This is an optimization exercise on Yosys and OpenROAD, whose aim is a short achievable clock period and few clock cycles, not a production implementation.
No run shown here included a check of the RTL's function; only the layout flow was run.
No driver is modelled on the clock port, so clocking that relies on it looks cheaper here than on a real chip.
Power is estimated from default activity; no workload was simulated.

==> flow/design.v <==
`timescale 1ns / 1ps
module MIPS_DLX(
	input         clock,
	input         reset,
	input         enable,
	output [9:0]  imem_addr,
	input  [31:0] imem_data,
	output [9:0]  dmem_addr,
	output [31:0] dmem_wdata,
	output        dmem_we,
	input  [31:0] dmem_rdata
);
reg [9:0]  pc;
reg        e_we, e_load, e_store, e_br;
reg        e_mis_eq, e_mis_ne;            
reg        e_fold, e_fbeq, e_fpred;       
reg [9:0]  e_falt;                        
reg        e_fz;                          
reg        e_fa2, e_fb2;                  
reg [31:0] e_a2, e_b2;
reg [3:0]  e_fidx;
reg [1:0]  e_fctr;
reg        e_pred, e_bne;
reg [4:0]  e_dst;
reg [9:0]  e_pc1, e_tgt;                  
reg        e_fa, e_fb, e_fc;              
reg [31:0] e_a, e_b, e_c;                 
reg        e_sub, e_arith, e_and, e_or, e_xor, e_nor, e_slt, e_sltu;
reg        e_sll, e_sr, e_sra, e_big;
reg        e_ek_addi, e_ek_andi, e_ek_slt, e_ek_sltu, e_ek_ld, e_ezk;
reg        e_ek_sl;                       
reg [31:0] e_negimm;
reg [4:0]  x_lo, x_hi0, x_hi1;
reg        x_c;
reg [31:0] x_wdata;
reg        x_sfwd;                        
reg [31:0] m_res;
reg        m_we;
reg [4:0]  m_dst;
reg [31:1] f_one, f_b0;                   
reg [31:0] rf [1:31];
wire [31:0] R = dmem_rdata;
assign dmem_addr  = {x_c ? x_hi1 : x_hi0, x_lo};
assign dmem_wdata = x_sfwd ? m_res : x_wdata;
assign dmem_we    = e_store & enable;
wire [31:0] a = e_fa ? m_res : e_a;
wire [31:0] b = e_fb ? m_res : e_b;
wire [31:0] c = e_fc ? m_res : e_c;
wire [31:0] cx   = c ^ {32{e_sub}};
wire [32:0] sum  = {1'b0, a} + {1'b0, cx} + {32'd0, e_sub};
wire        lt   = (a[31] ^ c[31]) ? a[31] : sum[31];
wire        ltu  = ~sum[32];
wire [4:0]  sh   = c[4:0];
wire        big  = e_big & (|c[31:5]);
wire [31:0] shl  = a << sh;
wire [32:0] shr  = $signed({e_sra & a[31], a}) >>> sh;
wire [31:0] res_shl = big ? 32'd0 : shl;
wire [31:0] res_shr = big ? {32{e_sra & a[31]}} : shr[31:0];
wire [9:0]  sum10 = a[9:0] + cx[9:0] + {9'd0, e_sub};
wire [9:0]  res10 = ({10{e_arith}} & sum10)
                  | ({10{e_and}}   & (a[9:0] & c[9:0]))
                  | ({10{e_or}}    & (a[9:0] | c[9:0]))
                  | ({10{e_xor}}   & (a[9:0] ^ c[9:0]))
                  | ({10{e_nor}}   & ~(a[9:0] | c[9:0]))
                  | ({10{e_sll}}   & res_shl[9:0])
                  | ({10{e_sr}}    & res_shr[9:0]);
wire [31:0] res = ({32{e_arith}} & sum[31:0])
                | ({32{e_and}}   & (a & c))
                | ({32{e_or}}    & (a | c))
                | ({32{e_xor}}   & (a ^ c))
                | ({32{e_nor}}   & ~(a | c))
                | {31'd0, (e_slt & lt) | (e_sltu & ltu)}
                | ({32{e_sll}}   & res_shl)
                | ({32{e_sr}}    & res_shr)
                | ({32{e_load}}  & R);
wire        eq_rr      = (e_a == e_b);
wire        eq_mr      = (m_res == e_b);
wire        eq_rm      = (e_a == m_res);
wire        eq         = e_fa ? (e_fb ? 1'b1 : eq_mr) : (e_fb ? eq_rm : eq_rr);
wire        taken      = eq ^ e_bne;
wire        mispredict_b = eq ? e_mis_eq : e_mis_ne;
wire        eq2        = e_fa2 ? (e_fb2 ? 1'b1 : (m_res == e_b2)) :
                                 (e_fb2 ? (e_a2 == m_res) : (e_a2 == e_b2));
wire        fcond      = e_fz ? ezero : eq2;
wire        ftaken     = e_fbeq ? fcond : ~fcond;
wire        mispredict_f = e_fold & (ftaken != e_fpred);
wire        mispredict = mispredict_b | mispredict_f;
wire        z_addi = e_fa ? (m_res == e_negimm) : (e_a == e_negimm);
wire        ezero = (e_ek_addi & z_addi) | (e_ek_andi & ~|(a & c)) |
                    (e_ek_slt & ~lt) | (e_ek_sltu & ~ltu) | (e_ek_ld & ~|R);
wire [31:0] ins   = imem_data;
wire [5:0]  op    = ins[31:26];
wire [4:0]  rs    = ins[25:21];
wire [4:0]  rt    = ins[20:16];
wire [4:0]  rd    = ins[15:11];
wire [5:0]  funct = ins[5:0];
wire is_r    = op == 6'b000000;
wire is_j    = op == 6'b000010;
wire is_beq  = op == 6'b000100;
wire is_bne  = op == 6'b000101;
wire is_addi = op == 6'b001000;
wire is_slti = op == 6'b001010;
wire is_andi = op == 6'b001100;
wire is_ori  = op == 6'b001101;
wire is_xori = op == 6'b001110;
wire is_lw   = op == 6'b100011;
wire is_sw   = op == 6'b101011;
wire is_imm  = is_addi | is_slti | is_andi | is_ori | is_xori;
wire is_br   = is_beq | is_bne;
wire is_mem  = is_lw | is_sw;
wire [4:0] dst = is_r ? rd : rt;
wire       we  = (is_r | is_imm | is_lw) & (dst != 5'd0);
wire f_add  = is_r & (funct == 6'h20 || funct == 6'h21);
wire f_sub  = is_r & (funct == 6'h22 || funct == 6'h23);
wire f_or   = is_r & (funct == 6'h25);
wire f_xor  = is_r & (funct == 6'h26);
wire f_nor  = is_r & (funct == 6'h27);
wire f_slt  = is_r & (funct == 6'h2a);
wire f_sltu = is_r & (funct == 6'h2b);
wire f_sll  = is_r & (funct == 6'h00);
wire f_srl  = is_r & (funct == 6'h02);
wire f_sra  = is_r & (funct == 6'h03);
wire f_sllv = is_r & (funct == 6'h04);
wire f_srlv = is_r & (funct == 6'h06);
wire f_srav = is_r & (funct == 6'h07);
wire f_and  = is_r & ~(f_add | f_sub | f_or | f_xor | f_nor | f_slt | f_sltu |
                       f_sll | f_srl | f_sra | f_sllv | f_srlv | f_srav);
wire [31:0] imm = {{16{ins[15]}}, ins[15:0]};
wire [31:0] rf_a = (rs == 5'd0) ? 32'd0 : rf[rs];
wire [31:0] rf_b = (rt == 5'd0) ? 32'd0 : rf[rt];
wire [31:0] val_a = rf_a;
wire [31:0] val_b = rf_b;
wire fwd_a = e_we & (e_dst == rs);
wire fwd_b = e_we & (e_dst == rt);
wire       stall    = is_mem & fwd_a & e_ek_sl;
wire [9:0] base     = fwd_a ? (e_load ? R[9:0] : res10) : val_a[9:0];
function [5:0] add5;
	input [4:0] x, y;
	input       cin;
	reg [4:0] p, g, gg, pp, gn, pn;
	integer i, d;
	begin
		p = x ^ y;
		g = x & y;
		gg = g; gg[0] = g[0] | (p[0] & cin);
		pp = p;
		for (d = 1; d < 5; d = d * 2) begin
			gn = gg; pn = pp;
			for (i = d; i < 5; i = i + 1) begin
				gn[i] = gg[i] | (pp[i] & gg[i-d]);
				pn[i] = pp[i] & pp[i-d];
			end
			gg = gn; pp = pn;
		end
		add5 = {gg[4], p ^ {gg[3:0], cin}};
	end
endfunction
wire [5:0] a_lo     = add5(base[4:0], ins[4:0], 1'b0);
wire [5:0] a_hi0    = add5(base[9:5], ins[9:5], 1'b0);
wire [5:0] a_hi1    = add5(base[9:5], ins[9:5], 1'b1);
wire same  = rs == rt;
wire spred = is_beq ? (same | ins[15]) : ~same;
wire       dpred  = spred;
wire       early_ok = is_br & ~same & e_ezk &
                      (((rt == 5'd0) & fwd_a) | ((rs == 5'd0) & fwd_b));
wire       pred     = early_ok ? (is_beq ? ezero : ~ezero) : dpred;
wire [9:0] pc1 = pc + 10'd1;
wire [9:0] pc2 = pc + 10'd2;
wire [9:0] tgt = pc + ins[9:0];
reg [15:0]  fb_v, fb_j, fb_beq, fb_zt, fb_xs, fb_xu;
reg [95:0]  fb_tag;
reg [79:0]  fb_r, fb_rs, fb_rt;
reg [159:0] fb_tgt;
reg [31:0]  fb_ctr;
wire [3:0] fb_i    = pc[3:0];
wire       fb_hit  = fb_v[fb_i] & (fb_tag[fb_i*6 +: 6] == pc[9:4]);
wire       fb_isj  = fb_j[fb_i];
wire       fb_eq   = fb_beq[fb_i];
wire [4:0] fb_reg  = fb_r[fb_i*5 +: 5];
wire [4:0] fb_rsi  = fb_rs[fb_i*5 +: 5];
wire [4:0] fb_rti  = fb_rt[fb_i*5 +: 5];
wire       fb_z    = fb_zt[fb_i];
wire       fb_xslt = fb_xs[fb_i];           
wire       fb_xsu  = fb_xu[fb_i];
wire [9:0] fb_dst  = fb_tgt[fb_i*10 +: 10];
wire [1:0] fb_c    = fb_ctr[fb_i*2 +: 2];
wire       x_ezk   = is_addi | is_andi | f_slt | is_slti | f_sltu | is_lw;
wire       fold_ok = fb_hit & ~is_br & ~is_j;
wire       fold_j  = fold_ok & fb_isj;
wire       fold_z  = fb_z & we & x_ezk & (dst == fb_reg);
wire       fold_g  = ~(we & ((dst == fb_rsi) | (dst == fb_rti)));
wire       fold_b  = fold_ok & ~fb_isj & (fold_z | fold_g);
wire [31:0] g_a    = (fb_rsi == 5'd0) ? 32'd0 : rf[fb_rsi];
wire [31:0] g_b    = (fb_rti == 5'd0) ? 32'd0 : rf[fb_rti];
wire        g_fa   = e_we & (e_dst == fb_rsi);
wire        g_fb   = e_we & (e_dst == fb_rti);
wire       x_dec1  = is_addi & (ins[15:0] == 16'hFFFF);
wire       x_bit0  = is_andi & (ins[15:0] == 16'h0001);
wire       m_wrs   = m_we & (m_dst == rs);
wire       rs_one  = (rs != 5'd0) & (m_wrs ? (m_res == 32'd1) : f_one[rs]);
wire       rs_b0   = (rs != 5'd0) & (m_wrs ? m_res[0] : f_b0[rs]);
wire       m_wrt   = m_we & (m_dst == rt);
wire       s_rm    = fwd_a & e_load & ~fwd_b & m_wrt;    
wire       s_mr    = fwd_b & e_load & ~fwd_a & m_wrs;    
wire       u_rm    = R < m_res;
wire       u_mr    = m_res < R;
wire       i_rm    = $signed(R) < $signed(m_res);
wire       i_mr    = $signed(m_res) < $signed(R);
wire       s_lt    = fb_xsu ? (s_rm ? u_rm : u_mr) : (s_rm ? i_rm : i_mr);
wire       x_known = ((x_dec1 | x_bit0) & ~fwd_a) | (fb_xslt & (s_rm | s_mr));
wire       x_zero  = fb_xslt ? ~s_lt : x_dec1 ? rs_one : ~rs_b0;
wire       fb_pred = (fold_z & x_known) ? (fb_eq ? x_zero : ~x_zero) : fb_c[1];
wire       fpred   = fold_j | (fold_b & fb_pred);
wire [9:0] f_next = stall ? pc :
                    (fold_j | fold_b) ? (fpred ? fb_dst : pc2) :
                    (is_br & pred) ? tgt : (is_j ? ins[9:0] : pc1);
assign imem_addr = pc;
always @(posedge clock) begin
	if (reset)
		pc <= 10'd0;
	else if (enable)
		pc <= mispredict_f ? e_falt : mispredict_b ? (e_pred ? e_pc1 : e_tgt) : f_next;
end
wire kill = mispredict | stall;       
always @(posedge clock) begin
	if (reset) begin
		e_we <= 1'b0; e_load <= 1'b0; e_store <= 1'b0; e_br <= 1'b0;
		e_mis_eq <= 1'b0; e_mis_ne <= 1'b0; e_ezk <= 1'b0; e_fold <= 1'b0;
	end else if (enable) begin
		e_fold   <= fold_b & ~kill;
		e_ezk    <= we & ~kill & (is_addi | is_andi | f_slt | is_slti | f_sltu | is_lw);
		e_we     <= we & ~kill;
		e_load   <= is_lw & ~kill;
		e_store  <= is_sw & ~kill;
		e_br     <= is_br & ~kill;
		e_mis_eq <= is_br & ~kill & (is_bne == pred);
		e_mis_ne <= is_br & ~kill & (is_bne != pred);
	end
end
always @(posedge clock) begin
	if (enable) begin
		e_dst    <= dst;
		e_bne    <= is_bne;
		e_pred   <= pred;
		e_fbeq   <= fb_eq;
		e_fz     <= fold_z;
		e_fa2    <= g_fa;
		e_fb2    <= g_fb;
		e_a2     <= g_a;
		e_b2     <= g_b;
		e_fpred  <= fb_pred;
		e_falt   <= fb_pred ? pc2 : fb_dst;
		e_fidx   <= fb_i;
		e_fctr   <= fb_c;
		e_pc1    <= pc1;
		e_tgt    <= tgt;
		e_fa     <= fwd_a;
		e_fb     <= fwd_b;
		e_fc     <= fwd_b & ~is_imm;
		e_a      <= val_a;
		e_b      <= val_b;
		e_c      <= is_imm ? imm : val_b;
		e_sub    <= f_sub | f_slt | f_sltu | is_slti;
		e_arith  <= f_add | f_sub | is_addi;
		e_and    <= f_and | is_andi;
		e_or     <= f_or | is_ori;
		e_xor    <= f_xor | is_xori;
		e_nor    <= f_nor;
		e_slt    <= f_slt | is_slti;
		e_sltu   <= f_sltu;
		e_sll    <= f_sll | f_sllv;
		e_sr     <= f_srl | f_sra | f_srlv | f_srav;
		e_sra    <= f_sra | f_srav;
		e_big    <= f_sll | f_srl | f_sra;
		e_ek_addi <= is_addi;
		e_ek_andi <= is_andi;
		e_ek_slt  <= f_slt | is_slti;
		e_ek_sltu <= f_sltu;
		e_ek_ld   <= is_lw;
		e_ek_sl   <= f_slt | is_slti | f_sltu;
		e_negimm  <= 32'd0 - imm;
		x_lo     <= a_lo[4:0];
		x_c      <= a_lo[5];
		x_hi0    <= a_hi0[4:0];
		x_hi1    <= a_hi1[4:0];
		x_wdata  <= val_b;
		x_sfwd   <= fwd_b;
	end
end
always @(posedge clock) begin
	if (enable) begin
		m_res <= res;
		m_dst <= e_dst;
	end
end
always @(posedge clock) begin
	if (reset)
		m_we <= 1'b0;
	else if (enable)
		m_we <= e_we;
end
always @(posedge clock) begin
	if (m_we) begin
		f_one[m_dst] <= (m_res == 32'd1);
		f_b0[m_dst]  <= m_res[0];
	end
end
wire       al_zt   = is_br & ~same & ((rt == 5'd0) | (rs == 5'd0));
reg        a_v, a_j, a_beq, a_sp, a_zt, a_xs, a_xu;
reg        p_slt, p_sltu;                 
reg [9:0]  p_pc;
reg [4:0]  a_rs, a_rt;
reg [9:0]  a_pc, a_tgt;
reg [4:0]  a_r;
always @(posedge clock) begin
	if (reset)
		a_v <= 1'b0;
	else if (enable)
		a_v <= is_j | is_br;
end
always @(posedge clock) begin
	if (enable) begin
		a_pc  <= pc;
		a_xs  <= (p_slt | p_sltu) & (p_pc == pc - 10'd1);
		a_xu  <= p_sltu;
		p_pc  <= pc;
		p_slt <= f_slt;
		p_sltu <= f_sltu;
		a_j   <= is_j;
		a_beq <= is_beq;
		a_sp  <= spred;
		a_r   <= (rt == 5'd0) ? rs : rt;
		a_zt  <= al_zt;
		a_rs  <= rs;
		a_rt  <= rt;
		a_tgt <= is_j ? ins[9:0] : tgt;
	end
end
wire [9:0] pm1     = a_pc - 10'd1;
wire [3:0] al_i    = pm1[3:0];
wire       al_have = fb_v[al_i] & (fb_tag[al_i*6 +: 6] == pm1[9:4]);
wire       al      = a_v & ~al_have;
wire [1:0] fctr_t  = (e_fctr == 2'b11) ? 2'b11 : e_fctr + 2'b01;
wire [1:0] fctr_n  = (e_fctr == 2'b00) ? 2'b00 : e_fctr - 2'b01;
reg        fu_v;
reg [3:0]  fu_i;
reg [1:0]  fu_ctr;
always @(posedge clock) begin
	if (reset)
		fu_v <= 1'b0;
	else if (enable)
		fu_v <= e_fold;
end
always @(posedge clock) begin
	if (enable) begin
		fu_i   <= e_fidx;
		fu_ctr <= ftaken ? fctr_t : fctr_n;
	end
end
always @(posedge clock) begin
	if (reset) begin
		fb_v <= 16'd0;
	end else if (enable && al) begin
		fb_v[al_i] <= 1'b1;
	end
end
always @(posedge clock) begin
	if (enable && al) begin
		fb_tag[al_i*6 +: 6]   <= pm1[9:4];
		fb_j[al_i]            <= a_j;
		fb_beq[al_i]          <= a_beq;
		fb_r[al_i*5 +: 5]     <= a_r;
		fb_zt[al_i]           <= a_zt;
		fb_xs[al_i]           <= a_xs;
		fb_xu[al_i]           <= a_xu;
		fb_rs[al_i*5 +: 5]    <= a_rs;
		fb_rt[al_i*5 +: 5]    <= a_rt;
		fb_tgt[al_i*10 +: 10] <= a_tgt;
		fb_ctr[al_i*2 +: 2]   <= a_sp ? 2'b10 : 2'b01;
	end else if (enable && fu_v) begin
		fb_ctr[fu_i*2 +: 2]   <= fu_ctr;
	end
end
always @(posedge clock) begin
	if (e_we)
		rf[e_dst] <= res;
end
endmodule
==> flow/flow/run.sh <==
#!/bin/bash
# Layout: the standard ORFS flow (standard.sh, which runs the standard
# synthesis unchanged), with these settings changed:
#   - DONT_USE_CELLS: the platform's list plus the delay cells (clkdlybuf*,
#     dlygate*, dlymetal*), so that repair never puts them on data paths;
#   - SETUP_SLACK_MARGIN 5.6: repair_timing keeps working until paths are
#     about 4.4 ns long (the clock stays at the design's 10 ns);
#   - SLEW_MARGIN / CAP_MARGIN 50: repair_design aims further below the
#     library's slew and capacitance limits;
#   - POST_CTS_TCL: post_cts.tcl, one more repair pass at the end of CTS
#     that resizes, swaps pins and clones but adds no buffers.
# ORFS's own logs are under orfs/logs; make's output goes to standard.log.
set -euo pipefail
here="$PWD/flow"
DONT_USE="$(tr '\n' ' ' < "$here/dont_use.txt")"
bash standard.sh "DONT_USE_CELLS=$DONT_USE" SETUP_SLACK_MARGIN=5.6 \
	SLEW_MARGIN=50 CAP_MARGIN=50 POST_CTS_TCL="$here/post_cts.tcl" \
	finish > standard.log 2>&1
==> flow/flow/dont_use.txt <==
sky130_fd_sc_hd__probe_p_8 sky130_fd_sc_hd__probec_p_8 sky130_fd_sc_hd__lpflow_bleeder_1 sky130_fd_sc_hd__lpflow_clkbufkapwr_1 sky130_fd_sc_hd__lpflow_clkbufkapwr_16 sky130_fd_sc_hd__lpflow_clkbufkapwr_2 sky130_fd_sc_hd__lpflow_clkbufkapwr_4 sky130_fd_sc_hd__lpflow_clkbufkapwr_8 sky130_fd_sc_hd__lpflow_clkinvkapwr_1 sky130_fd_sc_hd__lpflow_clkinvkapwr_16 sky130_fd_sc_hd__lpflow_clkinvkapwr_2 sky130_fd_sc_hd__lpflow_clkinvkapwr_4 sky130_fd_sc_hd__lpflow_clkinvkapwr_8 sky130_fd_sc_hd__lpflow_decapkapwr_12 sky130_fd_sc_hd__lpflow_decapkapwr_3 sky130_fd_sc_hd__lpflow_decapkapwr_4 sky130_fd_sc_hd__lpflow_decapkapwr_6 sky130_fd_sc_hd__lpflow_decapkapwr_8 sky130_fd_sc_hd__lpflow_inputiso0n_1 sky130_fd_sc_hd__lpflow_inputiso0p_1 sky130_fd_sc_hd__lpflow_inputiso1n_1 sky130_fd_sc_hd__lpflow_inputiso1p_1 sky130_fd_sc_hd__lpflow_inputisolatch_1 sky130_fd_sc_hd__lpflow_isobufsrc_1 sky130_fd_sc_hd__lpflow_isobufsrc_16 sky130_fd_sc_hd__lpflow_isobufsrc_2 sky130_fd_sc_hd__lpflow_isobufsrc_4 sky130_fd_sc_hd__lpflow_isobufsrc_8 sky130_fd_sc_hd__lpflow_isobufsrckapwr_16 sky130_fd_sc_hd__lpflow_lsbuf_lh_hl_isowell_tap_1 sky130_fd_sc_hd__lpflow_lsbuf_lh_hl_isowell_tap_2 sky130_fd_sc_hd__lpflow_lsbuf_lh_hl_isowell_tap_4 sky130_fd_sc_hd__lpflow_lsbuf_lh_isowell_4 sky130_fd_sc_hd__lpflow_lsbuf_lh_isowell_tap_1 sky130_fd_sc_hd__lpflow_lsbuf_lh_isowell_tap_2 sky130_fd_sc_hd__lpflow_lsbuf_lh_isowell_tap_4  sky130_fd_sc_hd__clkdlybuf4s15_1 sky130_fd_sc_hd__clkdlybuf4s15_2 sky130_fd_sc_hd__clkdlybuf4s18_1 sky130_fd_sc_hd__clkdlybuf4s18_2 sky130_fd_sc_hd__clkdlybuf4s25_1 sky130_fd_sc_hd__clkdlybuf4s25_2 sky130_fd_sc_hd__clkdlybuf4s50_1 sky130_fd_sc_hd__clkdlybuf4s50_2 sky130_fd_sc_hd__dlygate4sd1_1 sky130_fd_sc_hd__dlygate4sd2_1 sky130_fd_sc_hd__dlygate4sd3_1 sky130_fd_sc_hd__dlymetal6s2s_1 sky130_fd_sc_hd__dlymetal6s4s_1 sky130_fd_sc_hd__dlymetal6s6s_1
==> flow/flow/post_cts.tcl <==
# Extra timing repair at the end of ORFS's CTS step (before 4_1_cts.odb is
# written): fix slow transitions, then a setup repair pass that only resizes,
# swaps pins and clones (no new buffers), then legalize the placement again.
puts "post_cts: extra repair"
# the buffers the standard flow's flow put on the input ports: make them all strong, since
# every input arrives late and several drive many loads
foreach inst [get_cells input*] {
  replace_cell $inst sky130_fd_sc_hd__buf_12
}
estimate_parasitics -placement
repair_design -slew_margin 50 -cap_margin 50 -verbose
estimate_parasitics -placement
repair_timing -setup -setup_margin 5.6 -repair_tns 100 -skip_buffering -verbose
detailed_placement
check_placement -verbose
report_worst_slack -max
==> flow/standard.sh <==
#!/bin/bash
# synth_recipe.tcl (not shown) runs the flow's synth.tcl, then flattens the netlist and writes it again
# the make line also repeats each setting of config.mk as NAME=value (left out here)
make -C /OpenROAD-flow-scripts/flow DESIGN_CONFIG=/design/flow/config.mk WORK_HOME=/design/flow/orfs CLKGATE_MAP_FILE= SYNTH_SCRIPT=/design/flow/synth_recipe.tcl "${@:-finish}"
==> flow/config.mk <==
export PLATFORM = sky130hd
export DESIGN_NAME = MIPS_DLX
export DESIGN_NICKNAME = MIPS_DLX
export VERILOG_FILES = /design/flow/design.v
export SDC_FILE = /design/flow/constraint.sdc
export NUM_CORES = 8
export LEC_CHECK = 0
export CAP_MARGIN = 20
export CORE_MARGIN = 2
export CORE_UTILIZATION = 40
export SLEW_MARGIN = 20
==> flow/constraint.sdc <==
create_clock -name core_clock -period 10.0 [get_ports {clock}]
set_input_delay 2.0000 -clock core_clock [delete_from_list [all_inputs] [get_ports {clock}]]
set_output_delay 2.0000 -clock core_clock [all_outputs]
set_load 0.01 [all_outputs]
==> results of run 1 <==
[tightest hold or removal path, cell delays in order (launching register included)]
cell	delay, ns
dfxtp_1	0.32
nand2_1	0.07
a21oi_1	0.06
[cells in the mapped netlist, drive strengths merged (41+ instances only)]
cell | instances | area (sq um)
a31oi | 41 | 257
ha | 220 | 2750
o22ai | 98 | 613
a311oi | 74 | 648
nor2b | 218 | 1360
mux2 | 211 | 2390
xor2 | 138 | 1220
nand3 | 131 | 656
inv | 239 | 897
buf | 302 | 1480
mux4 | 1034 | 23300
o21ai | 326 | 1630
nor2 | 632 | 2370
edfxtp | 2002 | 60100
a22o | 358 | 3140
a21o | 87 | 653
a21oi | 601 | 3010
nor3 | 72 | 387
a211oi | 457 | 3450
nor4 | 77 | 503
mux2i | 666 | 6710
a22oi | 42 | 315
nand2 | 765 | 2870
nand4 | 62 | 388
clkbuf | 568 | 2130
xnor2 | 218 | 1930
[flip-flops by register name (all words and copies together), names as in the netlist, 80 cells and up]
register / count
fb_r: 80
fb_rs: 80
fb_rt: 80
fb_tag: 96
fb_tgt: 160
rf: 992
[final cells by class]
| type | instances | area (sq um) | share of cell area, % |
|---|---|---|---|
| diodes | 11 | 27.5 | 0.0178 |
| clock buffers | 280 | 5980 | 3.88 |
| clock inverters | 124 | 1160 | 0.749 |
| inverters | 243 | 946 | 0.613 |
| multi-input cells | 7012 | 69300 | 44.9 |
| flip-flops and latches | 2038 | 60900 | 39.4 |
| well taps | 4325 | 5410 | 3.51 |
| repair buffers | 1067 | 10700 | 6.91 |
[stage by stage]
| step | hold slack (ns) | power, uW |
|---|---|---|
| global placement | 0.462 | 17500 |
| finish | 0.496 | 27600 |
| floorplan | 0.421 | 14900 |
| detailed placement | 0.483 | 17700 |
| global route | 0.514 | 28300 |
[power by group]
part / internal [uW] / switching, uW / leakage (uW) / total (uW)
clock: 4760 / 3640 / 0.00350 / 8400
combinational: 3260 / 5680 / 0.0305 / 8940
sequential: 9980 / 308 / 0.0187 / 10300
[worst min path at each step]
stage	startpoint	depth (start not counted)	slack (ns)	to
3_3_place_gp	fb_v[2]	2	0.46	fb_v[2]
2_1_floorplan	e_fidx[2]	0	0.42	fu_i[2]
3_5_place_dp	fb_v[6]	2	0.48	fb_v[6]
5_1_grt	fb_v[15]	2	0.51	fb_v[15]
6_report	fu_v	2	0.50	fu_v
[routing by layer]
metal | up-vias | share of wire [%] | routed length, um | GRT usage (%)
met5 | - | 0.022 | 117 | 0
met4 | 16 | 6.7 | 36100 | 17.3
met3 | 1642 | 13 | 69800 | 7.97
met2 | 8080 | 44 | 240000 | 48.2
met1 | 52800 | 36 | 196000 | 41.6
li1 | 41500 | - | - | -
[layout by cell type (no fill, tap or decap), drive strengths merged, types with 72 or more instances in the layout]
cell	Yosys	routed
nand2	765	766
clkbuf	568	330
o21ai	326	326
mux2i	666	666
ha	220	220
edfxtp	2002	2002
a21oi	601	601
nor2	632	632
nor3	72	72
a211oi	457	457
a22o	358	358
xnor2	218	219
o22ai	98	98
mux4	1034	1036
nand3	131	132
inv	239	241
xor2	138	138
clkinv	4	98
a21o	87	87
nor4	77	77
nor2b	218	218
mux2	211	212
a311oi	74	74
buf	302	998
[cell families after synthesis]
kind of cell / after synthesis / synth area share [%]
and+or+nand+nor: 2148 / 7.59
AOI/OAI and AO/OA: 2360 / 12.4
adders and majority gates: 228 / 2.24
DFF: 2038 / 46.9
buffers and inverters: 1113 / 3.49
xor gates and xnor gates: 356 / 2.43
muxes: 1911 / 25.0
==> qor.yml, run 1 <==
status:
  outcome: "complete, no violations"
placed_design:
  dp_slack_ns: 2.98
  placed_cells: 14100
  place.gp.congestion: 0.986
  io_buffers: 119
  dpl.hpwl_um: 351000
  dpl_cell_area_sq_um: 137000
timing:
  fin_setup_tns_ns: 0
  fmax_mhz: 198
  fin_crit_ns: 5.04
  hold_violations: 0
  relSlewSlack_pct: 44.1
  fin_ws_ns: 4.96
  clock_skew_ns: 0.0785
  slew_viol_final: 0
  rsz0062_at_grt: "yes"
  period_share_pct: 50.4
  tightest_slew_ns: 0.815
  setup_viol: 0
logic_synthesis:
  syn_inst: 10200
  synth_ff_type: "edfxtp_1"
  yosysSeqAreaShare_pct: 46.9
  synthesis.nets: 10400
  netlist_area_sq_um: 130000
  ys_ff_latch: 2038
  syn_area_per_cell_sq_um: 12.8
  synth_edf_count: 2002
  async_flop_share_pct: 0
  yosysWarningCount: 1
  synth_cell_types: 108
min_path:
  min_path_type: "flop to flop"
critical_path:
  end_kind: "flop"
  critPathMaxStageDelay_ns: 0.61
  cp_num_buf_inv: 3
  reg2reg_depth: 19
  critPathRequiredTime_ns: 10.84
  startpoint: "e_fa"
  start_kind: "flop"
  reg2reg_from: "e_fa"
  crit_cells: 19
  crit_fanout: 20
  crit_path_end: "e_load"
  r2r_slack_ns: 4.96
  crit_type: "flop to flop"
  cp_top_family: "simple AND/OR/NAND/NOR gates"
  worstPathCellList: "buf_6 > buf_16 > or2_4 > mux2i_4 > buf_2 > nor2_2 > fa_2 > a211oi_4 > o211ai_1 > nand4_1 > and4_4 > a21oi_4 > a311o_2 > o31ai_4 > xnor2_4 > mux2i_4 > nand4_1 > or4_1 > a21oi_2"
  slowest_stage: "or4_1"
  arrival_ns: 5.88
  regToRegEndpoint: "e_load"
detailed_routing:
  wire_per_inst_um: 35.9
  first_pass_iters: 9
  routed_wl_um: 543000
  routed_via_density: 6.89
  drcViolationCount: 0
  ant_nets: 0
  dr.first_iter.drc_count: 16600
  via_count: 104000
clock_network:
  clock_latency_ns: 0.94
  clk_pin_slew_ns: 0.06
  cts_sinks: 2038
  cts_tree: "built"
pwr:
  p_per_area_nw_per_um2: 179
  leakagePower_uw: 0.0527
  vdd_ir_drop_max_uv: 170
floorplan:
  initial_core_util_pct: 40.1
  die-area_sq_um: 329000
  num_io_pins: 120
  dieHeight_um: 574
  die_w_um: 574
  core-area_sq_um: 323000
  rows: 209
layout:
  final_cell_count_no_fill: 15100
  fillers: 28000
  final_util_pct: 47.7
  final_area_sq_um: 154000
  drive_above_1_share_pct: 28.8
  area_growth_pct: 18.9
  nets: 10900
grt:
  grt_max_degree: 113
  first_global_vias: 99000
  grt_overflow_total: 0
  grt_use_total_pct: 31.7
  grt_pass1_wl_um: 754000
  antenna_found_initial: 18
job:
  drv_cap: 0
==> inputs of run 2 (changes only) <==
--- a/flow/design.v
+++ b/flow/design.v
@@ -13,5 +13,13 @@
 reg [9:0]  pc;
-reg        e_we, e_load, e_store, e_br;
-reg        e_mis_eq, e_mis_ne;            
-reg        e_fold, e_fbeq, e_fpred;       
+reg        e_v;
+reg        e_we_r, e_load_r, e_store_r, e_br_r, e_mis_eq_r, e_mis_ne_r, e_ezk_r, e_fold_r;
+wire       e_we     = e_we_r & e_v;
+wire       e_load   = e_load_r & e_v;
+wire       e_store  = e_store_r & e_v;
+wire       e_br     = e_br_r & e_v;
+wire       e_mis_eq = e_mis_eq_r & e_v;
+wire       e_mis_ne = e_mis_ne_r & e_v;
+wire       e_ezk    = e_ezk_r & e_v;
+wire       e_fold   = e_fold_r & e_v;
+reg        e_fbeq, e_fpred;               
 reg [9:0]  e_falt;                        
@@ -29,3 +37,3 @@
 reg        e_sll, e_sr, e_sra, e_big;
-reg        e_ek_addi, e_ek_andi, e_ek_slt, e_ek_sltu, e_ek_ld, e_ezk;
+reg        e_ek_addi, e_ek_andi, e_ek_slt, e_ek_sltu, e_ek_ld;
 reg        e_ek_sl;                       
@@ -169,3 +177,3 @@
 wire [9:0] tgt = pc + ins[9:0];
-reg [15:0]  fb_v, fb_j, fb_beq, fb_zt, fb_xs, fb_xu;
+reg [15:0]  fb_v, fb_j, fb_beq, fb_zt;
 reg [95:0]  fb_tag;
@@ -182,4 +190,2 @@
 wire       fb_z    = fb_zt[fb_i];
-wire       fb_xslt = fb_xs[fb_i];           
-wire       fb_xsu  = fb_xu[fb_i];
 wire [9:0] fb_dst  = fb_tgt[fb_i*10 +: 10];
@@ -201,12 +207,4 @@
 wire       rs_b0   = (rs != 5'd0) & (m_wrs ? m_res[0] : f_b0[rs]);
-wire       m_wrt   = m_we & (m_dst == rt);
-wire       s_rm    = fwd_a & e_load & ~fwd_b & m_wrt;    
-wire       s_mr    = fwd_b & e_load & ~fwd_a & m_wrs;    
-wire       u_rm    = R < m_res;
-wire       u_mr    = m_res < R;
-wire       i_rm    = $signed(R) < $signed(m_res);
-wire       i_mr    = $signed(m_res) < $signed(R);
-wire       s_lt    = fb_xsu ? (s_rm ? u_rm : u_mr) : (s_rm ? i_rm : i_mr);
-wire       x_known = ((x_dec1 | x_bit0) & ~fwd_a) | (fb_xslt & (s_rm | s_mr));
-wire       x_zero  = fb_xslt ? ~s_lt : x_dec1 ? rs_one : ~rs_b0;
+wire       x_known = (x_dec1 | x_bit0) & ~fwd_a;
+wire       x_zero  = x_dec1 ? rs_one : ~rs_b0;
 wire       fb_pred = (fold_z & x_known) ? (fb_eq ? x_zero : ~x_zero) : fb_c[1];
@@ -226,13 +224,5 @@
 	if (reset) begin
-		e_we <= 1'b0; e_load <= 1'b0; e_store <= 1'b0; e_br <= 1'b0;
-		e_mis_eq <= 1'b0; e_mis_ne <= 1'b0; e_ezk <= 1'b0; e_fold <= 1'b0;
+		e_v <= 1'b0;
 	end else if (enable) begin
-		e_fold   <= fold_b & ~kill;
-		e_ezk    <= we & ~kill & (is_addi | is_andi | f_slt | is_slti | f_sltu | is_lw);
-		e_we     <= we & ~kill;
-		e_load   <= is_lw & ~kill;
-		e_store  <= is_sw & ~kill;
-		e_br     <= is_br & ~kill;
-		e_mis_eq <= is_br & ~kill & (is_bne == pred);
-		e_mis_ne <= is_br & ~kill & (is_bne != pred);
+		e_v      <= ~kill;
 	end
@@ -244,2 +234,10 @@
 		e_pred   <= pred;
+		e_fold_r   <= fold_b;
+		e_ezk_r    <= we & (is_addi | is_andi | f_slt | is_slti | f_sltu | is_lw);
+		e_we_r     <= we;
+		e_load_r   <= is_lw;
+		e_store_r  <= is_sw;
+		e_br_r     <= is_br;
+		e_mis_eq_r <= is_br & (is_bne == pred);
+		e_mis_ne_r <= is_br & (is_bne != pred);
 		e_fbeq   <= fb_eq;
@@ -308,5 +306,3 @@
 wire       al_zt   = is_br & ~same & ((rt == 5'd0) | (rs == 5'd0));
-reg        a_v, a_j, a_beq, a_sp, a_zt, a_xs, a_xu;
-reg        p_slt, p_sltu;                 
-reg [9:0]  p_pc;
+reg        a_v, a_j, a_beq, a_sp, a_zt;
 reg [4:0]  a_rs, a_rt;
@@ -323,7 +319,2 @@
 		a_pc  <= pc;
-		a_xs  <= (p_slt | p_sltu) & (p_pc == pc - 10'd1);
-		a_xu  <= p_sltu;
-		p_pc  <= pc;
-		p_slt <= f_slt;
-		p_sltu <= f_sltu;
 		a_j   <= is_j;
@@ -373,4 +364,2 @@
 		fb_zt[al_i]           <= a_zt;
-		fb_xs[al_i]           <= a_xs;
-		fb_xu[al_i]           <= a_xu;
 		fb_rs[al_i*5 +: 5]    <= a_rs;
--- a/flow/flow/post_cts.tcl
+++ b/flow/flow/post_cts.tcl
@@ -4,7 +4,2 @@
 puts "post_cts: extra repair"
-# the buffers the standard flow's flow put on the input ports: make them all strong, since
-# every input arrives late and several drive many loads
-foreach inst [get_cells input*] {
-  replace_cell $inst sky130_fd_sc_hd__buf_12
-}
 estimate_parasitics -placement
==> run 2 against run 1 <==
  * Critical path type unchanged
  * Still clean
  * Critical path depth increased by 4
  * Highest routed layer unchanged
  * Hold slack improved by 0.0018 ns
  * Synthesized cell count decreased by 0.44%
  * Cell count decreased by 2.2%
  * Sequential power about the same
  * Largest cell class unchanged
  * Clock-buffer cell count decreased by 19
  * Via count decreased by 0.16%
==> qor.yml, run 2 <==
status:
  outcome: "complete, no violations"  # unchanged
timing:
  fin_setup_tns_ns: 0  # unchanged
  period_share_pct: 50.3  # was 50.4%
  hold_violations: 0  # unchanged
  fmax_mhz: 199  # was 198 MHz
  relSlewSlack_pct: 38.8  # was 44.1%
  tightest_slew_ns: 0.918  # was 0.815 ns
  slew_viol_final: 0  # unchanged
  setup_viol: 0  # unchanged
  rsz0062_at_grt: "yes"  # unchanged
  fin_crit_ns: 5.03  # was 5.04 ns
  clock_skew_ns: 0.103  # was 0.0785 ns
layout:
  drive_above_1_share_pct: 26.9  # was 28.8%
  final_common_cell: "edfxtp_1"  # unchanged
  largest_reg_flops: 992  # unchanged
  top_regs: "rf: 992 flops, fb_tgt: 160 flops, fb_tag: 96 flops"  # unchanged
  multi_input_area_sq_um: 66500  # was 69300 sq um
  fillers: 26900  # was 28000
  final_cell_count_no_fill: 14800  # was 15100
  largest_register: "rf"  # unchanged
  regArea_sq_um: 59900  # was 60900 sq um
  final_cell_mix: "edfxtp_1, nand2_1, mux4_2"  # was edfxtp_1, mux4_2, nand2_1
  area_growth_pct: 18.8  # was 18.9%
  nets: 10700  # was 10900
logic_synthesis:
  synth_top_cell_area_share_pct: 47.2  # was 46.3%
  yosysSeqAreaShare_pct: 47.6  # was 46.9%
  muxShareOfSynthArea_pct: 23.8  # was 25.0%
  netlist_area_sq_um: 126000  # was 130000 sq um
  synth_compound_area_share_pct: 11.1  # was 12.4%
  synth_ff_type: "edfxtp_1"  # unchanged
  async_flop_share_pct: 0  # unchanged
  syn_area_per_cell_sq_um: 12.4  # was 12.8 sq um
  synthAdderAreaFrac_pct: 1.68  # was 2.24%
  synth_edf_count: 1973  # was 2002
  ys_ff_latch: 2003  # was 2038
  synthesis.nets: 10300  # was 10400
  syn_inst: 10100  # was 10200
  ys_top_cells_by_area: "edfxtp_1, mux4_2, nand2_1"  # was edfxtp_1, mux4_2, mux2i_1
  ys_top_cells_by_count: "edfxtp_1, nand2_1, mux4_2"  # was edfxtp_1, mux4_2, nand2_1
  synthXorXnorAreaFrac_pct: 2.36  # was 2.43%
  yosysTopAreaCell: "edfxtp_1"  # unchanged
  synth-simple-area-share_pct: 10.3  # was 7.59%
  synth_cell_types: 98  # was 108
  yosysWarningCount: 1  # unchanged
  yosysMostFrequentCell: "edfxtp_1"  # unchanged
  synth_top_family_by_area: "multiplexers"  # unchanged
critical_path:
  reg2reg_from: "e_fc"  # was e_fa
  crit_fanout: 7  # was 20
  arrival_ns: 5.86  # was 5.88 ns
  critPathMaxStageDelay_ns: 0.52  # was 0.61 ns
  end_kind: "flop"  # unchanged
  cp_top_family: "simple AND/OR/NAND/NOR gates"  # unchanged
  start_kind: "flop"  # unchanged
  crit_type: "flop to flop"  # unchanged
  worstPathCellList: "buf_6 > buf_16 > or4bb_1 > o21ai_2 > nor2_2 > fa_2 > nand3_4 > a21boi_4 > o311ai_4 > nand3_2 > o2111ai_2 > nand2_2 > a2111oi_4 > buf_6 > buf_6 > a21oi_4 > xnor2_2 > mux2i_4 > buf_6 > buf_4 > clkbuf_16 > or3_4 > a221oi_2"  # was buf_6 > buf_16 > or2_4 > mux2i_4 > buf_2 > nor2_2 > fa_2 > a211oi_4 > o211ai_1 > nand4_1 > and4_4 > a21oi_4 > a311o_2 > o31ai_4 > xnor2_4 > mux2i_4 > nand4_1 > or4_1 > a21oi_2
  crit_top_cell: "buf_6"
  cp_num_buf_inv: 7  # was 3
  critPathRequiredTime_ns: 10.82  # was 10.84 ns
  slowest_stage: "or4bb_1"  # was or4_1
  startpoint: "e_fc"  # was e_fa
placed_design:
  io_buffers: 119  # unchanged
  dpl.hpwl_um: 337000  # was 351000 um
  place.gp.congestion: 1.04  # was 0.986
  placed_cells: 13900  # was 14100
grt:
  grt_pass1_wl_um: 733000  # was 754000 um
  antenna_found_initial: 39  # was 18
  grt_overflow_total: 0  # unchanged
  grt_max_degree: 105  # was 113
  first_global_vias: 97300  # was 99000
  grt_use_total_pct: 32.0  # was 31.7%
detailed_routing:
  routed_via_density: 7.03  # was 6.89
  dr.first_iter.drc_count: 18000  # was 16600
  via_count: 104000  # about the same
  ant_nets: 0  # unchanged
  first_pass_iters: 7  # was 9
  drcViolationCount: 0  # unchanged
  wire_per_inst_um: 36.0  # was 35.9 um
  routed_wl_um: 532000  # was 543000 um
clock_network:
  cts_sinks: 2003  # was 2038
  clk_pin_slew_ns: 0.06  # about the same
  cts_tree: "built"  # unchanged
  clock_latency_ns: 0.96  # was 0.94 ns
job:
  drv_cap: 0  # unchanged
floorplan:
  initial_core_util_pct: 40.3  # was 40.1%
  die-area_sq_um: 319000  # was 329000 sq um
  rows: 205  # was 209
  num_io_pins: 120  # unchanged
  die_w_um: 564  # was 574 um
  core-area_sq_um: 312000  # was 323000 sq um
  dieHeight_um: 564  # was 574 um
pwr:
  p_per_area_nw_per_um2: 197  # was 179 nW/um^2
  leakagePower_uw: 0.0507  # was 0.0527 uW
  vdd_ir_drop_max_uv: 149  # was 170 uV
min_path:
  min_path_type: "flop to flop"  # unchanged
  hp-start: "fb_v[9]"  # was fu_v
==> run 2: cell types whose count changed in the layout (fill, tap and decap cells not counted), sizes merged, moves of 64 or more <==
cell / previous run / this run
o21ai: 326 / 439
ha: 220 / 156
a31oi: 41 / 138
a21oi: 601 / 351
buf: 998 / 815
mux2i: 666 / 453
nand2: 766 / 1478
inv: 241 / 164
and2: 27 / 129
nand3: 132 / 246
nor2b: 218 / 26
a211oi: 457 / 150
nor2: 632 / 567
o211ai: 34 / 108
==> run 2: logic make-up after synthesis <==
logic type,Yosys count
xor+xnor,337
mux,1668
compound gates,2021
flops,2003
simple gates,2923
buf+inv,992
fa+ha+maj,165
==> run 2: layout make-up <==
class,count,area share [%]
repair inverters,1,0.00419
repair buffers,936,6.64
clock inverters,129,0.899
multi-input cells,7126,44.5
inverters,164,0.478
diodes,15,0.0251
well taps,4140,3.47
clock buffers,261,3.85
flip-flops and latches,2003,40.1
==> run 2: power breakdown <==
part | total (uW) | internal [uW] | switching [uW]
logic | 10800 | 3940 | 6820
registers | 10300 | 9920 | 423
clock network | 8270 | 4650 | 3620
==> run 2: metal layers <==
metal	global-route usage [%]	part of all wire [%]
met1	42.1	36
met2	47.1	43
met3	10.5	15
met4	16.2	6.2
met5	0	0.041
==> run 2: through the flow <==
stage	util (%)	setup slack (ns)	instance area, sq um	hold slack (ns)	power (uW)
detailed placement	42.6	2.95	133000	0.477	19200
global route	47.8	4.83	149000	0.513	30100
finish	47.8	4.97	149000	0.498	29400
global placement	41.8	2.91	131000	0.465	18900
floorplan	-	4.38	127000	0.424	15800
==> run 2: final timing paths <==
kind,end,slack [ns],cells after the start
min,fb_v[9],0.50,2
min reg2reg,fb_v[9],0.50,2
max reg2reg,pc[4],4.97,23
max,pc[4],4.97,23
==> run 2: worst register-to-register path: cells and delay by family, from the launching register on <==
kind | cells | cell delay (ns)
multiplexers | 1 | 0.22
XOR/XNOR | 1 | 0.20
buffers and inverters | 7 | 1.07
flip-flops | 1 | 0.38
adder cells (fa/ha/maj) | 1 | 0.42
AO/OA/AOI/OAI | 7 | 1.32
AND/OR/NAND/NOR | 6 | 1.35
==> inputs of run 3 (changes only) <==
--- a/flow/flow/post_cts.tcl
+++ b/flow/flow/post_cts.tcl
@@ -4,2 +4,7 @@
 puts "post_cts: extra repair"
+# the buffers the standard flow's flow put on the input ports: make them all strong, since
+# every input arrives late and several drive many loads
+foreach inst [get_cells input*] {
+  replace_cell $inst sky130_fd_sc_hd__buf_12
+}
 estimate_parasitics -placement
==> run 3 against run 2 <==
  * Still clean on timing, DRC and antenna
  * Largest power group unchanged
  * Critical path depth unchanged
  * Sequential power about the same
  * Cell count down 0.19%
  * Area after synthesis unchanged
  * Register-to-register slack better by 0.06 ns
  * Sequential share of layout area down 0.19 points
  * Global-route usage about the same
  * Wire length down 0.44%
  * First-iteration DRC count down 2.9%
  * Flip-flop and latch count unchanged
==> qor.yml, run 3 <==
floorplan:
  initial_core_util_pct: 40.3  # unchanged
  num_io_pins: 120  # unchanged
  core-area_sq_um: 312000  # unchanged
  die-area_sq_um: 319000  # unchanged
  die_w_um: 564  # unchanged
  dieHeight_um: 564  # unchanged
  rows: 205  # unchanged
timing:
  hold_violations: 0  # unchanged
  period_share_pct: 49.8  # was 50.3%
  rsz0062_at_grt: "yes"  # unchanged
  relSlewSlack_pct: 41.4  # was 38.8%
  fmax_mhz: 201  # was 199 MHz
  clock_skew_ns: 0.108  # was 0.103 ns
  fin_crit_ns: 4.98  # was 5.03 ns
  tightest_slew_ns: 0.880  # was 0.918 ns
  fin_setup_tns_ns: 0  # unchanged
  setup_viol: 0  # unchanged
  slew_viol_final: 0  # unchanged
critical_path:
  end_kind: "flop"  # unchanged
  arrival_ns: 5.79  # was 5.86 ns
  cp_num_buf_inv: 6  # was 7
  slowest_stage: "or4bb_1"  # unchanged
  r2r_slack_ns: 5.02  # was 4.97 ns
  worstPathCellList: "buf_6 > buf_16 > or4bb_1 > o21ai_2 > nor2_2 > fa_2 > nand3_4 > a21boi_4 > o311ai_4 > nand3_2 > o2111ai_2 > nand2_2 > a2111oi_4 > buf_6 > buf_6 > a21oi_4 > xnor2_2 > mux2i_4 > a211oi_4 > buf_2 > buf_8 > a21oi_1 > a221oi_2"  # was buf_6 > buf_16 > or4bb_1 > o21ai_2 > nor2_2 > fa_2 > nand3_4 > a21boi_4 > o311ai_4 > nand3_2 > o2111ai_2 > nand2_2 > a2111oi_4 > buf_6 > buf_6 > a21oi_4 > xnor2_2 > mux2i_4 > buf_6 > buf_4 > clkbuf_16 > or3_4 > a221oi_2
  cp_top_family: "compound AO/OA/AOI/OAI gates"  # was simple AND/OR/NAND/NOR gates
  critPathRequiredTime_ns: 10.81  # was 10.82 ns
  critPathMaxStageDelay_ns: 0.52  # about the same
  crit_top_cell: "buf_6"  # unchanged
  crit_type: "flop to flop"  # unchanged
  crit_fanout: 11  # was 7
  start_kind: "flop"  # unchanged
logic_synthesis:
  yosysTopAreaCell: "edfxtp_1"  # unchanged
  synthesis.nets: 10300  # unchanged
  synth_compound_area_share_pct: 11.1  # unchanged
  muxShareOfSynthArea_pct: 23.8  # unchanged
  ys_ff_latch: 2003  # unchanged
  synth_cell_types: 98  # unchanged
  synthXorXnorAreaFrac_pct: 2.36  # unchanged
  yosysMostFrequentCell: "edfxtp_1"  # unchanged
  async_flop_share_pct: 0  # unchanged
  netlist_area_sq_um: 126000  # unchanged
  synth_ff_type: "edfxtp_1"  # unchanged
  synth_top_family_by_area: "multiplexers"  # unchanged
  synth_edf_count: 1973  # unchanged
  yosysSeqAreaShare_pct: 47.6  # unchanged
  syn_inst: 10100  # unchanged
  ys_top_cells_by_count: "edfxtp_1, nand2_1, mux4_2"  # unchanged
  syn_area_per_cell_sq_um: 12.4  # unchanged
  synthAdderAreaFrac_pct: 1.68  # unchanged
  synth-simple-area-share_pct: 10.3  # unchanged
  ys_top_cells_by_area: "edfxtp_1, mux4_2, nand2_1"  # unchanged
  synth_top_cell_area_share_pct: 47.2  # unchanged
  yosysWarningCount: 1  # unchanged
pwr:
  leakagePower_uw: 0.0511  # was 0.0507 uW
  internal-power_uw: 18500  # about the same
  total_power_uw: 29400  # about the same
  vdd_ir_drop_max_uv: 152  # was 149 uV
  power_frac_clock_pct: 28.2  # about the same
  p_per_area_nw_per_um2: 196  # was 197 nW/um^2
  power_switching_uw: 10900  # about the same
  pwr-share-seq_pct: 35.2  # about the same
  p_comb_share_pct: 36.6  # about the same
  swShare_pct: 36.9  # was 37.0%
clock_network:
  clock_latency_ns: 0.97  # was 0.96 ns
  cts_sinks: 2003  # unchanged
  clk_pin_slew_ns: 0.06  # about the same
  cts_tree: "built"  # unchanged
grt:
  antenna_found_initial: 33  # was 39
  grt_use_total_pct: 32.0  # about the same
  grt_overflow_total: 0  # unchanged
  first_global_vias: 97500  # was 97300
  grt_max_degree: 105  # unchanged
  grt_pass1_wl_um: 734000  # was 733000 um
placed_design:
  place.gp.congestion: 1.04  # unchanged
  io_buffers: 119  # unchanged
  dpl.hpwl_um: 337000  # unchanged
layout:
  area_growth_pct: 19.4  # was 18.8%
  nets: 10700  # about the same
  drive_above_1_share_pct: 27.3  # was 26.9%
  largest_register: "rf"  # unchanged
  final_cell_mix: "edfxtp_1, nand2_1, mux4_2"  # unchanged
  final_util_pct: 48.1  # was 47.8%
  final_common_cell: "edfxtp_1"  # unchanged
  largest_reg_flops: 992  # unchanged
  top_regs: "rf: 992 flops, fb_tgt: 160 flops, fb_tag: 96 flops"  # unchanged
detailed_routing:
  drcViolationCount: 0  # unchanged
  via_count: 103000  # was 104000
  ant_nets: 0  # unchanged
  routed_via_density: 7.00  # was 7.03
  routed_wl_um: 530000  # was 532000 um
  first_pass_iters: 7  # unchanged
  dr.first_iter.drc_count: 17500  # was 18000
  wire_per_inst_um: 35.9  # was 36.0 um
status:
  outcome: "complete, no violations"  # unchanged
min_path:
  min_path_type: "flop to flop"  # unchanged
job:
  drv_cap: 0  # unchanged
run 3: cell counts after synthesis:
Identical to the previous run, type by type.
run 3: area by class of cell:
type                    count  area, sq um
fillers                 26800       162000
clock buffers             261         5750
inverters                 164          716
multi-input cells        7125        66500
diodes                     10         25.0
repair inverters            1         6.26
flip-flops and latches   2003        59900
repair buffers            914        10600
clock inverters           129         1340
well taps                4140         5180
run 3: path summary, 6_finish.rpt:
| check | from | endpoint | cells past startpoint |
|---|---|---|---|
| worst max-delay path | e_fc | pc[5] | 23 |
| worst min-delay path | fu_v | fu_v | 2 |
| worst max register to register | e_fc | pc[5] | 23 |
| worst min register to register | fu_v | fu_v | 2 |
run 3: logic make-up (layout without fill, tap and decap cells):
kind of cell               after synthesis  after routing
muxes                                 1668           1670
and+or+nand+nor                       2923           2925
adders and majority gates              165            165
DFF                                   2003           2003
xor gates and xnor gates               337            337
buffers and inverters                  992           1469
AOI/OAI and AO/OA                     2021           2028
other                                    0             10
run 3: per-layer routing:
metal	vias to the layer above	global-route usage, %	wire length [um]
met4	20	16.6	34400
met2	8756	47.0	227000
met1	51800	42.2	190000
met5	-	0	154
met3	1874	10.4	78700
li1	40800	-	-
run 3: worst register-to-register path, stage by stage (launching register included):
cell,delay (ns)
edfxtp_1,0.38
buf_6,0.17
buf_16,0.15
or4bb_1,0.52
o21ai_2,0.09
nor2_2,0.07
fa_2,0.42
nand3_4,0.10
a21boi_4,0.07
o311ai_4,0.32
nand3_2,0.18
o2111ai_2,0.26
nand2_2,0.10
a2111oi_4,0.31
buf_6,0.19
buf_6,0.11
a21oi_4,0.05
xnor2_2,0.20
mux2i_4,0.21
a211oi_4,0.33
buf_2,0.18
buf_8,0.15
a21oi_1,0.07
a221oi_2,0.24
run 3: per-stage QoR:
step | hold slack [ns] | cells | worst slack, ns | cell area (sq um)
after floorplan | 0.424 | 10100 | 4.38 | 127000
after global placement | 0.465 | 13800 | 2.91 | 131000
after detailed placement | 0.477 | 13900 | 2.95 | 133000
after global routing | 0.513 | 14700 | 4.87 | 150000
final | 0.497 | 14700 | 5.02 | 150000
run 3: power groups by stage:
stage	Combinational, uW	Sequential (uW)	Clock (uW)
after floorplan	5580	10200	0
after global placement	8410	10500	0
after global routing	11100	10400	8630
final	10800	10300	8280
after detailed placement	8740	10500	0
==> inputs of run 4 (changes only) <==
--- a/flow/design.v
+++ b/flow/design.v
@@ -35,2 +35,3 @@
 reg [31:0] e_a, e_b, e_c;                 
+reg [31:0] e_cx;                          
 reg        e_sub, e_arith, e_and, e_or, e_xor, e_nor, e_slt, e_sltu;
@@ -45,2 +46,3 @@
 reg [31:0] m_res;
+reg [31:0] m_resn;                        
 reg        m_we;
@@ -56,3 +58,3 @@
 wire [31:0] c = e_fc ? m_res : e_c;
-wire [31:0] cx   = c ^ {32{e_sub}};
+wire [31:0] cx   = e_fc ? (e_sub ? m_resn : m_res) : e_cx;
 wire [32:0] sum  = {1'b0, a} + {1'b0, cx} + {32'd0, e_sub};
@@ -260,2 +262,3 @@
 		e_c      <= is_imm ? imm : val_b;
+		e_cx     <= (is_imm ? imm : val_b) ^ {32{f_sub | f_slt | f_sltu | is_slti}};
 		e_sub    <= f_sub | f_slt | f_sltu | is_slti;
@@ -290,2 +293,3 @@
 		m_res <= res;
+		m_resn <= ~res;
 		m_dst <= e_dst;
--- a/flow/flow/run.sh
+++ b/flow/flow/run.sh
@@ -9,4 +9,3 @@
 #     library's slew and capacitance limits;
-#   - POST_CTS_TCL: post_cts.tcl, one more repair pass at the end of CTS
-#     that resizes, swaps pins and clones but adds no buffers.
+#   - POST_CTS_TCL: post_cts.tcl, more repair passes at the end of CTS.
 # ORFS's own logs are under orfs/logs; make's output goes to standard.log.
==> flow/flow/post_cts.tcl (replaced) <==
# Extra timing repair at the end of ORFS's CTS step (before 4_1_cts.odb is
# written): fix slow transitions, then more setup repair passes, then
# legalize the placement again.
puts "post_cts: extra repair"
estimate_parasitics -placement
repair_design -slew_margin 50 -cap_margin 50 -verbose
estimate_parasitics -placement
repair_timing -setup -setup_margin 5.6 -repair_tns 100 -verbose
detailed_placement
estimate_parasitics -placement
repair_timing -setup -setup_margin 5.6 -repair_tns 100 -verbose
detailed_placement
check_placement -verbose
report_worst_slack -max
==> run 4 against run 3 <==
  * Power shrank 1.1%
  * Hold slack improved by 0.0059 ns
  * Final area increased by 2.5%
  * Highest routed layer unchanged
==> qor.yml, run 4 <==
floorplan:
  num_io_pins: 120  # unchanged
  dieHeight_um: 575  # was 564 um
  rows: 209  # was 205
  initial_core_util_pct: 40.2  # was 40.3%
  die-area_sq_um: 330000  # was 319000 sq um
  die_w_um: 575  # was 564 um
  core-area_sq_um: 324000  # was 312000 sq um
timing:
  clock_skew_ns: 0.113  # was 0.108 ns
  slew_viol_final: 0  # unchanged
  tightest_slew_ns: 0.845  # was 0.880 ns
  whs_ns: 0.503  # was 0.497 ns
  fmax_mhz: 177  # was 201 MHz
  fin_setup_tns_ns: 0  # unchanged
  period_share_pct: 56.4  # was 49.8%
  hold_violations: 0  # unchanged
  rsz0062_at_grt: "yes"  # unchanged
  setup_viol: 0  # unchanged
  fin_crit_ns: 5.64  # was 4.98 ns
  relSlewSlack_pct: 43.7  # was 41.4%
critical_path:
  reg2reg_depth: 19  # was 23
  crit_fanout: 2  # was 11
  crit_top_cell: "buf_1"  # was buf_6
  slowest_stage: "or4_4"  # was or4bb_1
  crit_type: "primary input to flop"  # was flop to flop
  critPathRequiredTime_ns: 10.79  # was 10.81 ns
  critPathMaxStageDelay_ns: 0.53  # was 0.52 ns
  end_kind: "flop"  # unchanged
  start_kind: "primary input"  # was flop
  arrival_ns: 6.43  # was 5.79 ns
min_path:
  min_path_type: "flop to flop"  # unchanged
  hold_depth: 2  # unchanged
layout:
  top_regs: "rf: 992 flops, fb_tgt: 160 flops, fb_tag: 96 flops"  # unchanged
  final_area_sq_um: 154000  # was 150000 sq um
  largest_register: "rf"  # unchanged
  final_common_cell: "nand2_1"  # was edfxtp_1
  drive_above_1_share_pct: 22.5  # was 27.3%
  fillers: 28400  # was 26800
  final_util_pct: 47.5  # was 48.1%
  final_cell_mix: "nand2_1, edfxtp_1, mux4_2"  # was edfxtp_1, nand2_1, mux4_2
  area_growth_pct: 18.1  # was 19.4%
  final_cell_count_no_fill: 16400  # was 14700
  nets: 12100  # was 10700
  largest_reg_flops: 992  # unchanged
pwr:
  p_per_area_nw_per_um2: 189  # was 196 nW/um^2
  vdd_ir_drop_max_uv: 174  # was 152 uV
  leakagePower_uw: 0.0526  # was 0.0511 uW
logic_synthesis:
  syn_inst: 11600  # was 10100
  synthesis.nets: 11800  # was 10300
  ys_ff_latch: 2067  # was 2003
  syn_area_per_cell_sq_um: 11.2  # was 12.4 sq um
  synth_cell_types: 93  # was 98
  yosysSeqAreaShare_pct: 47.4  # was 47.6%
  async_flop_share_pct: 0  # unchanged
  ys_top_cells_by_count: "nand2_1, edfxtp_1, clkbuf_1"  # was edfxtp_1, nand2_1, mux4_2
  ys_top_cells_by_area: "edfxtp_1, mux4_2, nand2_1"  # unchanged
  synth_edf_count: 2037  # was 1973
  yosysTopAreaCell: "edfxtp_1"  # unchanged
  yosysMostFrequentCell: "nand2_1"  # was edfxtp_1
  netlist_area_sq_um: 130000  # was 126000 sq um
  yosysWarningCount: 1  # unchanged
  synth_top_cell_area_share_pct: 47.0  # was 47.2%
  synth_ff_type: "edfxtp_1"  # unchanged
status:
  outcome: "complete, no violations"  # unchanged
grt:
  first_global_vias: 107000  # was 97500
  grt_pass1_wl_um: 789000  # was 734000 um
  grt_use_total_pct: 32.7  # was 32.0%
  grt_overflow_total: 0  # unchanged
  grt_max_degree: 118  # was 105
  antenna_found_initial: 27  # was 33
clock_network:
  clock_latency_ns: 0.98  # was 0.97 ns
  cts_tree: "built"  # unchanged
  clk_pin_slew_ns: 0.06  # about the same
  cts_sinks: 2067  # was 2003
detailed_routing:
  drcViolationCount: 0  # unchanged
  via_count: 114000  # was 103000
  ant_nets: 0  # unchanged
  dr.first_iter.drc_count: 20400  # was 17500
  wire_per_inst_um: 34.4  # was 35.9 um
  routed_via_density: 6.95  # was 7.00
  routed_wl_um: 564000  # was 530000 um
  first_pass_iters: 12  # was 7
placed_design:
  dpl_cell_area_sq_um: 138000  # was 133000 sq um
  io_buffers: 119  # unchanged
  place.gp.congestion: 0.987  # was 1.04
  placed_cells: 15400  # was 13900
  dpl.hpwl_um: 357000  # was 337000 um
job:
  drv_cap: 0  # unchanged
run 4: path summary, 6_finish.rpt:
path	slack, ns	endpoint	start
min	0.50	fb_v[13]	fb_v[13]
max reg2reg	5.40	rf[21][27]	e_sub
max	4.36	e_ezk_r	imem_data[28]
min reg2reg	0.50	fb_v[13]	fb_v[13]
run 4: report_power, final:
part	switching (uW)	internal (uW)
logic	6620	3300
registers	380	10200
clock network	3780	4810
run 4: critical path: cells and delay by family:
family	cells	cell delay, ns
buf+inv	25	2.66
compound gates	1	0.42
simple gates	3	1.35
run 4: cells by family (layout without fill, tap and decap cells):
logic type / count (synthesis) / count (layout) / share of synthesized area, %
AOI/OAI and AO/OA: 2511 / 2515 / 13.7
xor gates and xnor gates: 334 / 334 / 2.25
adders and majority gates: 166 / 166 / 1.64
buffers and inverters: 1173 / 1636 / 3.45
DFF: 2067 / 2067 / 47.4
muxes: 1344 / 1347 / 18.1
other: 0 / 12 / 0
and+or+nand+nor: 4002 / 4004 / 13.4
run 4: layout make-up:
class | instances | area, sq um | area share [%]
Inverter | 183 | 771 | 0.501
Tap cell | 4325 | 5410 | 3.52
Clock inverter | 139 | 1250 | 0.814
Multi-Input combinational cell | 8366 | 68500 | 44.5
Timing Repair inverter | 1 | 11.3 | 0.00732
Timing Repair Buffer | 1034 | 9980 | 6.49
Antenna cell | 12 | 30.0 | 0.0195
Sequential cell | 2067 | 61800 | 40.2
Clock buffer | 279 | 6090 | 3.96
run 4: per-layer routing:
layer | wire length (um) | global-route usage (%) | share of wire (%)
met3 | 82700 | 9.96 | 15
met5 | 96 | 0 | 0.017
met1 | 206000 | 43.6 | 37
met2 | 242000 | 48.3 | 43
met4 | 33700 | 16.2 | 6.0
run 4: per-stage QoR:
step / power [uW] / worst slack [ns]
6_report: 29100 / 4.36
5_1_grt: 29800 / 4.40
3_5_place_dp: 18900 / 3.19
3_3_place_gp: 18700 / 3.00
2_1_floorplan: 15700 / 4.24

==> separate check: timing with driven ports <==
Ports are ideal in the flow. The routed layouts listed here were re-timed in OpenROAD.
Step 1 sets driving cells, clkbuf_16 on the clock port and buf_2 on the other inputs (assumed; they add their load-dependent delay and slew).
Step 2 adds t to the input delays and takes it off the output delays; t is the mean of the earliest and latest rising clock arrival at the registers after step 1. Input paths then give back, and output paths get back, about the clock's delay inside the block.
a / b / c = ideal ports / drivers / drivers and shift; a / b = the first two.
run | t, ns | setup slack, ns | worst setup path at the end | worst register clock-pin slew, ns
run 1 | 1.001 | 4.959 / 4.959 / 4.181 | input to register | 0.07 / 0.07
run 2 | 1.014 | 4.966 / 4.676 / 3.661 | input to register | 0.07 / 0.07
run 3 | 1.016 | 5.021 / 4.820 / 3.804 | input to register | 0.07 / 0.07
run 4 | 1.033 | 4.359 / 4.391 / 3.358 | input to register | 0.07 / 0.07
After both steps every run listed still meets setup and hold. The setup slack of run 2, which loses most, moves by -0.290 ns with the drivers and by -1.305 ns with both steps.
